What follows belongs to an exercise in optimizing a design on an open flow for small area, a short achievable clock period and few clock cycles; a production flow would make more cautious choices.
The RTL was checked by simulation tests, not by an equivalence proof against the original design.
Power figures rest on the tool's default switching activity, not on a simulated workload.

==> pepper: inputs <==
==> flow/design.v (excerpt) <==
module LASER (
input CLK,
input RST,
input [3:0] X,
input [3:0] Y,
output reg [3:0] C1X,
output reg [3:0] C1Y,
output reg [3:0] C2X,
output reg [3:0] C2Y,
output reg DONE
);
clock: 13.0 ns
lec_check: 0
abc_area: 1
cap_margin: 20
core_margin: 2
core_utilization: 60
cts_cluster_diameter: 100
cts_cluster_size: 22
slew_margin: 20
standard.sh (not shown) runs the stock make flow with config.mk's settings and CLKGATE_MAP_FILE= SYNTH_SCRIPT=/design/flow/synth_recipe.tcl, a recipe that flattens the netlist after the stock synthesis.
==> flow/flow/run.sh <==
#!/bin/bash
# The standard layout (the standard.sh), except that
#  * synthesis swaps in cell netlists for the per-point blocks and the
#    adders (swap.tcl), and
#  * ORFS's timing repair (after floorplan, CTS and global routing) works
#    towards a setup slack of MARGIN ns at the design's clock period,
#    instead of only to a slack of 0, so that it sizes up the cells of the
#    longest paths.
set -euo pipefail
MARGIN=9.2
here=$(cd "$(dirname "$0")" && pwd)
work=$(dirname "$here")
cd "$work"
sed "s#^make -C #make SYNTH_CANONICALIZE_TCL=$here/swap.tcl SETUP_SLACK_MARGIN=$MARGIN MATCH_CELL_FOOTPRINT=0 -C #" standard.sh > swapped_standard.sh
grep -q "SYNTH_CANONICALIZE_TCL=" swapped_standard.sh
bash swapped_standard.sh > make.log 2>&1
Other scripts of this flow, unchanged in this note and not shown: flow/flow/gates.v, flow/flow/swap.tcl
==> nickel: changes against pepper <==
--- a/flow/flow/run.sh
+++ b/flow/flow/run.sh
@@ -9,3 +9,3 @@
 set -euo pipefail
-MARGIN=9.2
+MARGIN=9.25
 here=$(cd "$(dirname "$0")" && pwd)
Settings changed: CORE_UTILIZATION 60 to 55, CTS_CLUSTER_SIZE 22 to 26.
==> notes.md <==
Setup crit start RX[37]; clock slew at reported path FFs 90 ps; multi-input logic area 0.0305 sq mm; CTS buffer count 43; PostCTS Resize Cnt 211; Area Growth Syn to Fin 12.9%; status timing/DRC/antenna clean; Via-to-Cell Ratio 6.17
the above is filed under pepper

==> notes.md <==
status timing/DRC/antenna clean; PostCTS Resize Cnt 311; Area Growth Syn to Fin 12.5%; CTS buffer count 39; Via-to-Cell Ratio 6.02
the above is filed under nickel

Testbench counts of pepper, summed over its fixed seeds: cycles 11,144.
Testbench counts of nickel, summed over its fixed seeds: cycles 11,144.

* * *

==> run P: inputs <==
LASER again, from the RTL that the note above started with.
Settings: LEC_CHECK=0, ABC_AREA=0, CAP_MARGIN=20, CORE_MARGIN=2, CORE_UTILIZATION=40, CTS_CLUSTER_DIAMETER=100, CTS_CLUSTER_SIZE=22, SLEW_MARGIN=20; clock period 13.0 ns.
==> flow/flow/run.sh <==
#!/bin/bash
# The standard layout (the standard.sh), except that
#  * synthesis swaps in cell netlists for the per-point blocks and the
#    adders (swap.tcl), and
#  * ORFS's timing repair (after floorplan, CTS and global routing) works
#    towards a setup slack of MARGIN ns at the design's clock period,
#    instead of only to a slack of 0, so that it sizes up the cells of the
#    longest paths.
set -euo pipefail
MARGIN=9.2
here=$(cd "$(dirname "$0")" && pwd)
work=$(dirname "$here")
cd "$work"
sed "s#^make -C #make SYNTH_CANONICALIZE_TCL=$here/swap.tcl SETUP_SLACK_MARGIN=$MARGIN MATCH_CELL_FOOTPRINT=0 -C #" standard.sh > swapped_standard.sh
grep -q "SYNTH_CANONICALIZE_TCL=" swapped_standard.sh
bash swapped_standard.sh > make.log 2>&1
Other scripts of this flow, unchanged in this note and not shown: flow/flow/gates.v, flow/flow/swap.tcl
==> run G: changes against run P <==
--- a/flow/flow/run.sh
+++ b/flow/flow/run.sh
@@ -7,7 +7,7 @@
 #    instead of only to a slack of 0, so that it sizes up the cells of the
 #    longest paths.
 set -euo pipefail
-MARGIN=9.2
+MARGIN=9.35
 here=$(cd "$(dirname "$0")" && pwd)
 work=$(dirname "$here")
 cd "$work"
Settings changed: ABC_AREA 0 to 1.
==> comparison table <==
Hold path start: run G RY[91]; run P RY[114]
Setup skew after layout: run G 62.99 ps; run P 39.90 ps
Share of synthesized area occupied by flip-flops and latches: run G 33.13%; run P 32.88%
Area inside the core boundary: run G 118200 um^2; run P 119700 um^2
Worst Setup End Kind: run G primary output; run P flip-flop
GRT met1 Usage: run G 36.11%; run P 34.61%
Detailed route wirelength on metal2: run G 75.89 mm; run P 75.62 mm
Length in cells of the worst reg-to-reg path: run G 32; run P 20
Clk latency of the worst-skew pair: run G 670 ps; run P 690 ps
Area of all placed cells without fillers: run G 55540 um^2; run P 55620 um^2
Worst slew margin relative to its limit: run G 35.15%; run P 29.26%
Nets in the synthesized netlist: run G 6512; run P 6133
Flop+latch power: run G 2.35 mW; run P 2.36 mW
Post-placement worst setup slack: run G 8487 ps; run P 7086 ps
Outcome: run G complete, no violations; run P complete, no violations
Net switching component of the power: run G 869.2 uW; run P 900.4 uW
Vias per Instance: run G 5.653; run P 5.898
Proportion of cell area occupied by registers: run G 28.91%; run P 28.70%
Area of the multi-input gates: run G 31100 um^2; run P 31620 um^2
M1 wire length: run G 72.75 mm; run P 71.18 mm
Fraction of the core area covered by cells at the end of the flow: run G 46.97%; run P 46.49%
Number of ordinary inverters in the final layout: run G 920; run P 764
Timing startpoint of the critical path: run G C2Y[3]; run P CNT[0][0]
Power in the clock group: run G 1.54 mW; run P 1.61 mW
Filler-free cell count of the finished design: run G 7760; run P 7433
Number of core rows: run G 126; run P 127
Starting utilization of the core area: run G 40.41%; run P 40.23%
Testbench counts of run P, summed over its fixed seeds: cycles 11,144.
Testbench counts of run G, summed over its fixed seeds: cycles 11,144.

[afterwards: timing with drivers on the ports]
No port has a modelled driver above. Below, the same layouts with a new extraction and two added sets of constraints. Step 1 (the two cells are an assumption about what drives the block):
set clk [get_ports {CLK}]
set_driving_cell -lib_cell sky130_fd_sc_hd__clkbuf_16 $clk
set_driving_cell -lib_cell sky130_fd_sc_hd__buf_2 [delete_from_list [all_inputs] $clk]
Step 2, shift: input delay + t, output delay - t, t = (earliest + latest rising clock arrival at the registers) / 2. This alone moves slack from input paths to output paths. Slacks: ideal ports / drivers / drivers and shift; pairs: ideal ports / drivers.
run	t, ns	setup WS [ns]	worst hold slack (ns)	latest minus earliest clock arrival (ns)	worst register clock-pin slew, ns
pepper	0.685	9.154 / 9.147 / 8.758	0.357 / 0.357 / 0.357	0.055 / 0.055	0.10 / 0.10
nickel	0.693	9.196 / 9.135 / 8.730	0.341 / 0.341 / 0.341	0.048 / 0.048	0.11 / 0.11
run P	0.744	8.344 / 8.344 / 8.344	0.358 / 0.358 / 0.358	0.042 / 0.043	0.10 / 0.10
run G	0.719	9.194 / 9.117 / 8.808	0.354 / 0.354 / 0.354	0.068 / 0.067	0.10 / 0.10
After both steps every run listed still meets setup and hold. For nickel, which loses most, drivers alone change the setup slack by -0.061 ns; drivers and shift together by -0.466 ns.
